From an optimization exercise on the open Yosys and OpenROAD flow, aimed at small area, a short achievable clock period and few clock cycles per item; shortcuts taken in it are not production practice. The RTL was checked by simulation tests, not by an equivalence proof against the original design.

try-ember:
Design iterative_karatsuba_32_16, start of the top module:
module iterative_karatsuba_32_16(clk, rst, enable, A, B, C, done);
    input clk;
    input rst;
    input enable;
    input [31:0] A;
    input [31:0] B;
    output [63:0] C;
    output done;
    reg        held;    
    reg [63:0] P_q;     
    wire bx1_0;
    wire bx2_0;
    wire bng_0;
    wire pp1;
    wire pp2;
    wire pp3;
    wire pp4;
    wire pp5;
    wire pp6;
    wire pp7;
    wire pp8;
    wire pp9;
    wire pp10;
    wire pp11;
    wire pp12;
    wire pp13;
    wire pp14;
    wire pp15;
    wire pp16;
    wire pp17;
    wire pp18;
    wire pp19;
    wire pp20;
    wire pp21;
    wire pp22;
    wire pp23;
    wire pp24;
    wire pp25;
    wire pp26;
    wire pp27;
    wire pp28;
    wire pp29;
    wire pp30;
    wire pp31;
    wire pp32;
    wire pp33;
    wire pn34;
    wire ps35;
    wire bx1_1;
    wire bx2_1;
    wire bng_1;
    wire pp36;
    wire pp37;
    wire pp38;
    wire pp39;
    wire pp40;
    wire pp41;
    wire pp42;
    wire pp43;
    wire pp44;
    wire pp45;
    wire pp46;
    wire pp47;
    wire pp48;
    wire pp49;
    wire pp50;
    wire pp51;
    wire pp52;
    wire pp53;
    wire pp54;
    wire pp55;
    wire pp56;
    wire pp57;
    wire pp58;
    wire pp59;
    wire pp60;
    wire pp61;
    wire pp62;
    wire pp63;
    wire pp64;
    wire pp65;
    wire pp66;
    wire pp67;
    wire pp68;
    wire pn69;
    wire ps70;
    wire bx1_2;
    wire bx2_2;
    wire bng_2;
    wire pp71;
    wire pp72;
    wire pp73;
    wire pp74;
    wire pp75;
    wire pp76;
    wire pp77;
    wire pp78;
    wire pp79;
    wire pp80;
    wire pp81;
    wire pp82;
    wire pp83;
    wire pp84;
    wire pp85;
    wire pp86;
    wire pp87;
    wire pp88;
    wire pp89;
    wire pp90;
    wire pp91;
  ...
For scale: roughly 65 flip-flops.
==> flow/config.mk <==
export PLATFORM = sky130hd
export DESIGN_NAME = iterative_karatsuba_32_16
export DESIGN_NICKNAME = iterative_karatsuba_32_16
export VERILOG_FILES = /design/flow/design.v
export SDC_FILE = /design/flow/constraint.sdc
export NUM_CORES = 4
export LEC_CHECK = 0
export ABC_AREA = 1
export CAP_MARGIN = 20
export CORE_MARGIN = 2
export CORE_UTILIZATION = 40
export CTS_BUF_LIST = sky130_fd_sc_hd__clkbuf_4 sky130_fd_sc_hd__clkbuf_8
export SLEW_MARGIN = 20
==> flow/constraint.sdc <==
create_clock -name core_clock -period 42.0 [get_ports {clk}]
set_input_delay 8.4000 -clock core_clock [delete_from_list [all_inputs] [get_ports {clk}]]
set_output_delay 8.4000 -clock core_clock [all_outputs]
set_load 0.01 [all_outputs]
standard.sh (not shown) runs the stock make flow with config.mk's settings and CLKGATE_MAP_FILE= SYNTH_SCRIPT=/design/flow/synth_recipe.tcl, a recipe that flattens the netlist after the stock synthesis.
==> flow/flow/run.sh <==
#!/bin/bash
# The standard layout with two changes:
#  - synthesis skips Yosys's early "abc -fast" (SYNTH_ARGS=-noabc), so the
#    multiplier's full adders reach extract_fa as written and no inverters
#    land between the adder cells;
#  - every port still gets its buffer, but a plain buf_1 rather than the
#    delay cell buffer_ports picks by default.
set -euo pipefail
export BUFFER_PORTS_ARGS="-buffer_cell sky130_fd_sc_hd__buf_1"
export SETUP_SLACK_MARGIN=18
bash standard.sh SYNTH_ARGS=-noabc synth > synth.log 2>&1
bash standard.sh > layout.log 2>&1
Testbench counts of try-ember, summed over its fixed seeds: cycles 3,208, items 3,200.
[inputs] try-cedar vs try-ember
Settings: CORE_UTILIZATION: 40 -> 60; CTS_BUF_LIST: sky130_fd_sc_hd__clkbuf_4 sky130_fd_sc_hd__clkbuf_8 -> unset; PLACE_DENSITY: unset -> 0.7.
--- a/flow/flow/run.sh
+++ b/flow/flow/run.sh
@@ -6 +6 @@
-#  - every port still gets its buffer, but a plain buf_1 rather than the
+#  - every port still gets its buffer, but a plain buf_2 rather than the
@@ -9 +9 @@
-export BUFFER_PORTS_ARGS="-buffer_cell sky130_fd_sc_hd__buf_1"
+export BUFFER_PORTS_ARGS="-buffer_cell sky130_fd_sc_hd__buf_2"
### Flow results
- Looking at clock tree buffer count of the final layout across try-ember and try-cedar, the one that comes out lower is try-ember.
- try-ember has lower portion of the layout cell area used by non-clock buffers than try-cedar.
- Compared to try-ember, the routing of try-cedar uses less wire.
- Diff try-cedar..try-ember | net total in the final layout | negligible
- Looking at worst setup path startpoint, the B[1] result is from try-ember; the B[19] one comes from try-cedar.
- try-cedar: flow completed, timing, DRC and antenna clean
- Summary of try-cedar over try-ember: area of the multi-input gates level, area of all placed cells without fillers ~0 delta, overall die height lost about 18%.
#### Input delta (try-xenon over try-cedar)
Settings: clearing PLACE_DENSITY, which used to be 0.7; swapping 60 for 40 in CORE_UTILIZATION.
--- a/flow/flow/run.sh
+++ b/flow/flow/run.sh
@@ -10 +10 @@
-export SETUP_SLACK_MARGIN=18
+export SETUP_SLACK_MARGIN=18.5
Notes after the runs:
No stage failed in try-xenon, and the final checks on the layout all came back clean.
[try-xenon] arrival time at the worst endpoint fell 340 ps relative to try-cedar
Diff try-cedar -> try-xenon: global-route wire length before repair shows an increase of 6.2%, total of max-cap violations about even, critical path depth rose by 2, post-synthesis to final-layout area growth went up 3.9 points, routed length per placed instance down 1.1 um.
try-xenon against try-cedar: fraction of met3 tracks used by global routing shrank by 9.2 points, remaining number of nets flagged by the antenna check after routing held steady.

---

Starting RTL as in the previous note.
## iterative_karatsuba_32_16
module iterative_karatsuba_32_16(clk, rst, enable, A, B, C, done);
Settings: LEC_CHECK=0, ABC_AREA=1, CAP_MARGIN=20, CORE_MARGIN=2, CORE_UTILIZATION=40, CTS_BUF_LIST=sky130_fd_sc_hd__clkbuf_4 sky130_fd_sc_hd__clkbuf_8, SLEW_MARGIN=20; clock period 42.0 ns.
==> flow/flow/run.sh <==
#!/bin/bash
# The standard layout with two changes:
#  - synthesis skips Yosys's early "abc -fast" (SYNTH_ARGS=-noabc), so the
#    multiplier's full adders reach extract_fa as written and no inverters
#    land between the adder cells;
#  - every port still gets its buffer, but a plain buf_2 rather than the
#    delay cell buffer_ports picks by default.
set -euo pipefail
export BUFFER_PORTS_ARGS="-buffer_cell sky130_fd_sc_hd__buf_2"
export SETUP_SLACK_MARGIN=18
bash standard.sh SYNTH_ARGS=-noabc synth > synth.log 2>&1
bash standard.sh > layout.log 2>&1
Testbench counts at the start, summed over its fixed seeds: cycles 3,208, items 3,200.
==> next run, changes <==
--- a/flow/flow/run.sh
+++ b/flow/flow/run.sh
@@ -6 +6 @@
-#  - every port still gets its buffer, but a plain buf_2 rather than the
+#  - every port still gets its buffer, but a plain buf_1 rather than the
@@ -9 +9 @@
-export BUFFER_PORTS_ARGS="-buffer_cell sky130_fd_sc_hd__buf_2"
+export BUFFER_PORTS_ARGS="-buffer_cell sky130_fd_sc_hd__buf_1"
--- a/flow/config.mk
+++ b/flow/config.mk
@@ -12,0 +13 @@
+export PLACE_DENSITY = 0.8
After rerunning: The changed run completed without violations. Clock skew increases by 0.0050 ns. Via count increases by 2.9%. Register-to-register slack gets better by 0.09 ns. Final area falls by 0.31%. Core utilization came out lower by 0.13 points. Sequential share of layout area barely changes. Critical path depth went down by 2.
==> next run, changes <==
--- a/flow/flow/run.sh
+++ b/flow/flow/run.sh
@@ -6 +6 @@
-#  - every port still gets its buffer, but a plain buf_1 rather than the
+#  - every port still gets its buffer, but a plain buf_2 rather than the
@@ -9 +9 @@
-export BUFFER_PORTS_ARGS="-buffer_cell sky130_fd_sc_hd__buf_1"
+export BUFFER_PORTS_ARGS="-buffer_cell sky130_fd_sc_hd__buf_2"
@@ -10,0 +11 @@
+export RECOVER_POWER=50
--- a/flow/config.mk
+++ b/flow/config.mk
@@ -12,2 +11,0 @@
-export CTS_BUF_LIST = sky130_fd_sc_hd__clkbuf_4 sky130_fd_sc_hd__clkbuf_8
-export PLACE_DENSITY = 0.8
With this change the flow completed, yet does not pass: capacitance limit, slew limit. Maximum frequency went down by 5.9%. Utilization went up by 0.19 points. Final area went up by 0.45%. Wire length went up by 6.0%. Worst setup slack gets worse by 1.5 ns. Critical path depth went down by 2. Die area is unchanged. Synthesized cell count does not change.
==> next run, changes <==
--- a/flow/flow/run.sh
+++ b/flow/flow/run.sh
@@ -6 +6 @@
-#  - every port still gets its buffer, but a plain buf_2 rather than the
+#  - every port still gets its buffer, but a plain buf_1 rather than the
@@ -9 +9 @@
-export BUFFER_PORTS_ARGS="-buffer_cell sky130_fd_sc_hd__buf_2"
+export BUFFER_PORTS_ARGS="-buffer_cell sky130_fd_sc_hd__buf_1"
@@ -11 +10,0 @@
-export RECOVER_POWER=50
--- a/flow/config.mk
+++ b/flow/config.mk
@@ -11,0 +12,2 @@
+export CTS_BUF_LIST = sky130_fd_sc_hd__clkbuf_4 sky130_fd_sc_hd__clkbuf_8
+export GPL_ROUTABILITY_DRIVEN = 0
=>
- This time the run finished clean
- via count barely changes
- cell area falls slightly
- count of clock-buffer cells in the layout is higher by 3
- die area is unchanged
- synthesized cell count stays the same
- setup slack gains 1.5 ns
- wire length increases slightly
- sequential share of layout area is about the same
==> next run, changes <==
--- a/flow/flow/run.sh
+++ b/flow/flow/run.sh
@@ -6 +6 @@
-#  - every port still gets its buffer, but a plain buf_1 rather than the
+#  - every port still gets its buffer, but a plain buf_2 rather than the
@@ -9,2 +9,2 @@
-export BUFFER_PORTS_ARGS="-buffer_cell sky130_fd_sc_hd__buf_1"
-export SETUP_SLACK_MARGIN=18
+export BUFFER_PORTS_ARGS="-buffer_cell sky130_fd_sc_hd__buf_2"
+export SETUP_SLACK_MARGIN=17.5
--- a/flow/config.mk
+++ b/flow/config.mk
@@ -12,2 +11,0 @@
-export CTS_BUF_LIST = sky130_fd_sc_hd__clkbuf_4 sky130_fd_sc_hd__clkbuf_8
-export GPL_ROUTABILITY_DRIVEN = 0
Effect: Synthesized cell count is unchanged. Wire length shrinks by about 1.7%. Setup slack loses 0.45 ns. Sequential share of layout area is about the same. First-iteration DRC count shrinks by 2.3%. Final area hardly moves. Hold slack loses 0.0035 ns. Synthesized area stays the same. Fmax shrinks by 1.9%.

-- separate check: timing with driven ports --
Ports are ideal in the flow. The routed layouts listed here were re-timed in OpenROAD.
Step 1, drivers: a clkbuf_16 drives clk and a buf_2 each remaining input, both assumed.
Step 2 adds t to the input delays and takes it off the output delays; t is the mean of the earliest and latest rising clock arrival at the registers after step 1. Input paths then give back, and output paths get back, about the clock's delay inside the block.
a / b / c = no drivers / after step 1 / after step 2; a / b = the first two.
run | t (ns) | setup slack, ns | worst setup path at the end
try-ember | 0.504 | 18.228 / 18.206 / 18.206 | input to output
try-cedar | 0.440 | 18.186 / 18.153 / 18.153 | input to output
try-xenon | 0.447 | 18.529 / 18.492 / 18.492 | input to output
the first run of note 2 | 0.499 | 18.293 / 18.258 / 18.258 | input to output
the second run of note 2 | 0.505 | 18.213 / 18.133 / 18.133 | input to output
the third run of note 2 | 0.446 | 16.718 / 16.686 / 16.686 | input to output
the fourth run of note 2 | 0.492 | 18.249 / 18.218 / 18.218 | input to output
the fifth run of note 2 | 0.448 | 17.797 / 17.762 / 17.762 | input to output
The setup slack of the second run of note 2, which loses most, moves by -0.080 ns with the drivers and by -0.080 ns with both steps.
